Source: an optimization exercise on an open RTL-to-GDS flow (aim: small area). Production flows keep margins and buffers that such runs may drop.
The RTL was checked by simulation tests, not by an equivalence proof against the original design.
The flow treats the clock pin as an ideal source. Dropping or thinning the clock tree relies on that and would not hold on a real chip.

fjord:
// TinyCPU
module TinyCPU(In, Clk, Result);
	input  [11:0] In;
	input         Clk;
	output [7:0]  Result;
	wire [3:0] op = In[11:8];
	wire [7:0] d  = In[7:0];
	reg  [7:0] A, nB, R;
	wire [7:0] A_n, nB_n, R_n;
	wire [7:0] b = ~nB;
	wire ld1, hA, ld2, st, hB, hold, e4, e5, e6, P, Q, N;
	wire ge;
	assign Result = R;
	always @(posedge Clk) begin
		A  <= A_n;
		nB <= nB_n;
		R  <= R_n;
	end
	Decoder dec(.op(op), .ge(ge), .ld1(ld1), .hA(hA), .ld2(ld2), .st(st), .hB(hB),
		.hold(hold), .e4(e4), .e5(e5), .e6(e6), .P(P), .Q(Q), .N(N));
	wire [8:1] g;
	Or2 cmp0(.a(A[0]), .b(nB[0]), .y(g[1]));
	wire [7:0] x, gen, S;
	wire [7:1] cg;
	And2 cy0(.a(gen[0]), .b(e4), .y(cg[1]));
	assign S[0] = x[0];
	wire [7:0] n1, nF;
	genvar i;
	generate for (i = 0; i < 8; i = i + 1) begin : sl
		Ao22 amux(.a1(ld1), .a2(d[i]), .b1(hA), .b2(A[i]), .y(A_n[i]));
		Aoi222 bmux(.a1(ld2), .a2(d[i]), .b1(st), .b2(R[i]), .c1(hB), .c2(b[i]), .y(nB_n[i]));
		HalfAdd ha(.a(A[i]), .b(b[i]), .s(x[i]), .co(gen[i]));
		if (i > 0) begin : ch
			Maj3 cmp(.a(A[i]), .b(nB[i]), .c(g[i]), .y(g[i+1]));
			Xor2 sum(.a(x[i]), .b(cg[i]), .y(S[i]));
		end
		if (i > 0 && i < 7) begin : cy
			Ao22 carry(.a1(gen[i]), .a2(e4), .b1(x[i]), .b2(cg[i]), .y(cg[i+1]));
		end
		if (i == 0) begin : sh0
			Aoi22 sh(.a1(hold), .a2(R[i]), .b1(e6), .b2(A[i+1]), .y(n1[i]));
		end else if (i == 7) begin : sh7
			Aoi22 sh(.a1(hold), .a2(R[i]), .b1(e5), .b2(A[i-1]), .y(n1[i]));
		end else begin : shm
			Aoi222 sh(.a1(hold), .a2(R[i]), .b1(e5), .b2(A[i-1]), .c1(e6), .c2(A[i+1]), .y(n1[i]));
		end
		Aoi222 fsel(.a1(S[i]), .a2(P), .b1(gen[i]), .b2(Q), .c1(nB[i]), .c2(N), .y(nF[i]));
		Nand2 rout(.a(n1[i]), .b(nF[i]), .y(R_n[i]));
	end endgenerate
	assign ge = g[8];
endmodule
Settings: LEC_CHECK=0, ABC_AREA=1, CAP_MARGIN=20, CORE_MARGIN=2, CORE_UTILIZATION=36, PLACE_DENSITY=0.8, SLEW_MARGIN=20; clock period 5.0 ns.
standard.sh (not shown) runs the stock make flow with config.mk's settings and CLKGATE_MAP_FILE= SYNTH_SCRIPT=/design/flow/synth_recipe.tcl, a recipe that flattens the netlist after the stock synthesis.
==> flow/flow/run.sh <==
#!/bin/bash
# Layout flow: the standard ORFS flow (standard.sh) with these changes:
#  - synthesis maps each module with several ABC scripts and keeps the
#    smallest result (flow/abc_pre.tcl), hierarchically, then flattens as
#    synth_recipe.tcl does; registers are those of the standard synthesis;
#  - ports are buffered with the smallest buffer cell;
#  - the clock tree is two buffers driven by the clock port, each driving
#    half of the registers
#    (flow/pre_cts.tcl, in place of TritonCTS).
set -euo pipefail
W=$PWD
export BUFFER_PORTS_ARGS="-buffer_cell sky130_fd_sc_hd__buf_1"
export MY_ABC_SCRIPTS="$W/flow/amap.script:$W/flow/mapa.script"
export MY_ABC_SCRIPTS_Decoder="$W/flow/amap.script:$W/flow/mapa.script:$W/flow/deep.script:$W/flow/deepam.script"
export MY_ABC_DONT_USE="sky130_fd_sc_hd__a2111oi_* sky130_fd_sc_hd__nor4_* sky130_fd_sc_hd__nor4b_* sky130_fd_sc_hd__nor4bb_* sky130_fd_sc_hd__nor3_1 sky130_fd_sc_hd__nor3b_1 *_2 *_4 *_6 *_8 *_12 *_16"
export PRE_CTS_TCL="$W/flow/pre_cts.tcl"
export MY_CLOCK_PORT=Clk
export MY_CLOCK_BUF=sky130_fd_sc_hd__buf_4
export MY_CLOCK_NBUF=2
cat flow/abc_pre.tcl synth_recipe.tcl > my_synth.tcl
bash standard.sh SYNTH_SCRIPT=$W/my_synth.tcl SYNTH_HIERARCHICAL=1 finish > flow_standard.log 2>&1
==> flow/flow/pre_cts.tcl <==
# Clock tree without TritonCTS, which always builds at least one H-tree level
# even for a few dozen sinks. The registers are split into MY_CLOCK_NBUF
# groups of equal size by position (along x or along y, whichever gives the
# smaller largest group outline); the clock port drives one buffer per group,
# placed at the centre of its group, which drives the group's clock pins.
# Every register is one buffer away from the clock port.
rename clock_tree_synthesis orfs_clock_tree_synthesis
proc my_cts_groups { sinks key nbuf } {
  set sinks [lsort -integer -index $key $sinks]
  set n [llength $sinks]
  set groups {}
  for { set k 0 } { $k < $nbuf } { incr k } {
    lappend groups [lrange $sinks [expr { $k * $n / $nbuf }] [expr { ($k + 1) * $n / $nbuf - 1 }]]
  }
  return $groups
}
proc my_cts_hpwl { group } {
  set xs [lmap s $group { lindex $s 1 }]
  set ys [lmap s $group { lindex $s 2 }]
  return [expr { [tcl::mathfunc::max {*}$xs] - [tcl::mathfunc::min {*}$xs] + [tcl::mathfunc::max {*}$ys] - [tcl::mathfunc::min {*}$ys] }]
}
proc clock_tree_synthesis { args } {
  set db [ord::get_db]
  set block [ord::get_db_block]
  set port_net [$block findNet $::env(MY_CLOCK_PORT)]
  set master [$db findMaster $::env(MY_CLOCK_BUF)]
  set nbuf $::env(MY_CLOCK_NBUF)
  set sinks {}
  foreach it [$port_net getITerms] {
    set box [[$it getInst] getBBox]
    set x [expr { ([$box xMin] + [$box xMax]) / 2 }]
    set y [expr { ([$box yMin] + [$box yMax]) / 2 }]
    lappend sinks [list $it $x $y]
  }
  set best {}
  set best_cost 0
  foreach key {1 2} {
    set groups [my_cts_groups $sinks $key $nbuf]
    set cost [tcl::mathfunc::max {*}[lmap g $groups { my_cts_hpwl $g }]]
    if { $best eq {} || $cost < $best_cost } {
      set best $groups
      set best_cost $cost
    }
  }
  set k 0
  foreach group $best {
    set buf [odb::dbInst_create $block $master clkbuf_leaf_$k]
    set leaf [odb::dbNet_create $block clknet_leaf_$k]
    $leaf setSigType CLOCK
    set sx 0
    set sy 0
    foreach s $group {
      lassign $s it x y
      set sx [expr { $sx + $x }]
      set sy [expr { $sy + $y }]
      $it disconnect
      $it connect $leaf
    }
    set m [llength $group]
    [$buf findITerm A] connect $port_net
    [$buf findITerm X] connect $leaf
    $buf setLocation [expr { $sx / $m }] [expr { $sy / $m }]
    $buf setPlacementStatus PLACED
    puts "Clock buffer [$buf getName] ($::env(MY_CLOCK_BUF)) drives $m clock pins"
    incr k
  }
  global_connect
}
Other scripts of this flow, unchanged in this note and not shown: flow/flow/abc_pre.tcl, flow/flow/amap.script, flow/flow/deep.script, flow/flow/deepam.script, flow/flow/mapa.script
Per the final summary, fjord finished and its layout is clean on timing, DRC and antenna.
Edits applied to the flow inputs when going from fjord to amber:
- PLACE_DENSITY changed from 0.8 to 0.9
==> comparison <==
On global-route wire length before repair, the lower figure sits with fjord, not amber.
Going from fjord to amber, setup slack of the most critical reg-to-reg path went up by 0.03 ns, share of the cycle needed by the critical path after routing saw a decrease, fill cell instance count of the final layout up 2.
The following lists how umber was set up differently from amber:
- swapping 0.9 for 0.8 in PLACE_DENSITY
==> flow/flow/pre_cts.tcl <==
# Clock tree without TritonCTS, which always builds at least one H-tree level
# even for a few dozen sinks. The registers are split into MY_CLOCK_NBUF
# groups of equal size by position; the clock port drives one clock buffer
# per group, placed at the centre of its group, which drives the group's
# clock pins. Every register is one buffer away from the clock port.
rename clock_tree_synthesis orfs_clock_tree_synthesis
proc clock_tree_synthesis { args } {
  set db [ord::get_db]
  set block [ord::get_db_block]
  set port_net [$block findNet $::env(MY_CLOCK_PORT)]
  set master [$db findMaster $::env(MY_CLOCK_BUF)]
  set nbuf $::env(MY_CLOCK_NBUF)
  set sinks {}
  foreach it [$port_net getITerms] {
    set box [[$it getInst] getBBox]
    set x [expr { ([$box xMin] + [$box xMax]) / 2 }]
    set y [expr { ([$box yMin] + [$box yMax]) / 2 }]
    lappend sinks [list $it $x $y]
  }
  # split along the wider side of the sinks' bounding box
  set xs [lmap s $sinks { lindex $s 1 }]
  set ys [lmap s $sinks { lindex $s 2 }]
  set w [expr { [tcl::mathfunc::max {*}$xs] - [tcl::mathfunc::min {*}$xs] }]
  set h [expr { [tcl::mathfunc::max {*}$ys] - [tcl::mathfunc::min {*}$ys] }]
  set key [expr { $w >= $h ? 1 : 2 }]
  set sinks [lsort -integer -index $key $sinks]
  set n [llength $sinks]
  for { set k 0 } { $k < $nbuf } { incr k } {
    set lo [expr { $k * $n / $nbuf }]
    set hi [expr { ($k + 1) * $n / $nbuf - 1 }]
    set group [lrange $sinks $lo $hi]
    set buf [odb::dbInst_create $block $master clkbuf_leaf_$k]
    set leaf [odb::dbNet_create $block clknet_leaf_$k]
    $leaf setSigType CLOCK
    set sx 0
    set sy 0
    foreach s $group {
      lassign $s it x y
      set sx [expr { $sx + $x }]
      set sy [expr { $sy + $y }]
      $it disconnect
      $it connect $leaf
    }
    set m [llength $group]
    [$buf findITerm A] connect $port_net
    [$buf findITerm X] connect $leaf
    $buf setLocation [expr { $sx / $m }] [expr { $sy / $m }]
    $buf setPlacementStatus PLACED
    puts "Clock buffer [$buf getName] ($::env(MY_CLOCK_BUF)) drives $m clock pins"
  }
  global_connect
}
## What came out
- Each of the runs, namely amber and umber, reached the end of the flow and came out clean.
- The transition time of the tightest slew-check pin reported for umber is smaller than that of amber by 0.085 ns.
- umber against amber: top-level port count did not really move, via count of the first global-routing pass shows a reduction of about 2.3%, maximum frequency decreased by about 0.43% relative to the old numbers, final-layout worst hold slack barely changed.
- amber → umber: count of placed standard cells including taps went down; final non-filler cell total shows a reduction of 0.50%.
- Design area delta for umber relative to amber: about 0.54% lower
- umber — setup slack 0.019 ns lower, amber as reference
In every run of this note, the design's own scripts or RTL, not TritonCTS, make the clock network.

-- separate check: timing with driven ports --
The results above use ideal ports. As a check the final layouts listed here were re-extracted and re-timed, cells and wires unchanged. Step 1 sets driving cells, clkbuf_16 on the clock port and buf_2 on the other inputs (assumed; they add their load-dependent delay and slew). Step 2 times the ports against the registers' clock, not the clock port: input delays grow and output delays shrink by t, the midpoint of the rising clock arrivals with the driver on. Slacks: ideal ports / drivers / drivers and shift; pairs: ideal ports / drivers.
| run | shift t [ns] | slack for setup (ns) | worst data-port slew with drivers (ns) |
|---|---|---|---|
| fjord | 0.181 | 0.682 / 0.682 / 0.682 | 0.03 |
| amber | 0.179 | 0.710 / 0.710 / 0.710 | 0.03 |
| umber | 0.183 | 0.692 / 0.692 / 0.692 | 0.03 |
After both steps setup and hold are still met in every run listed.
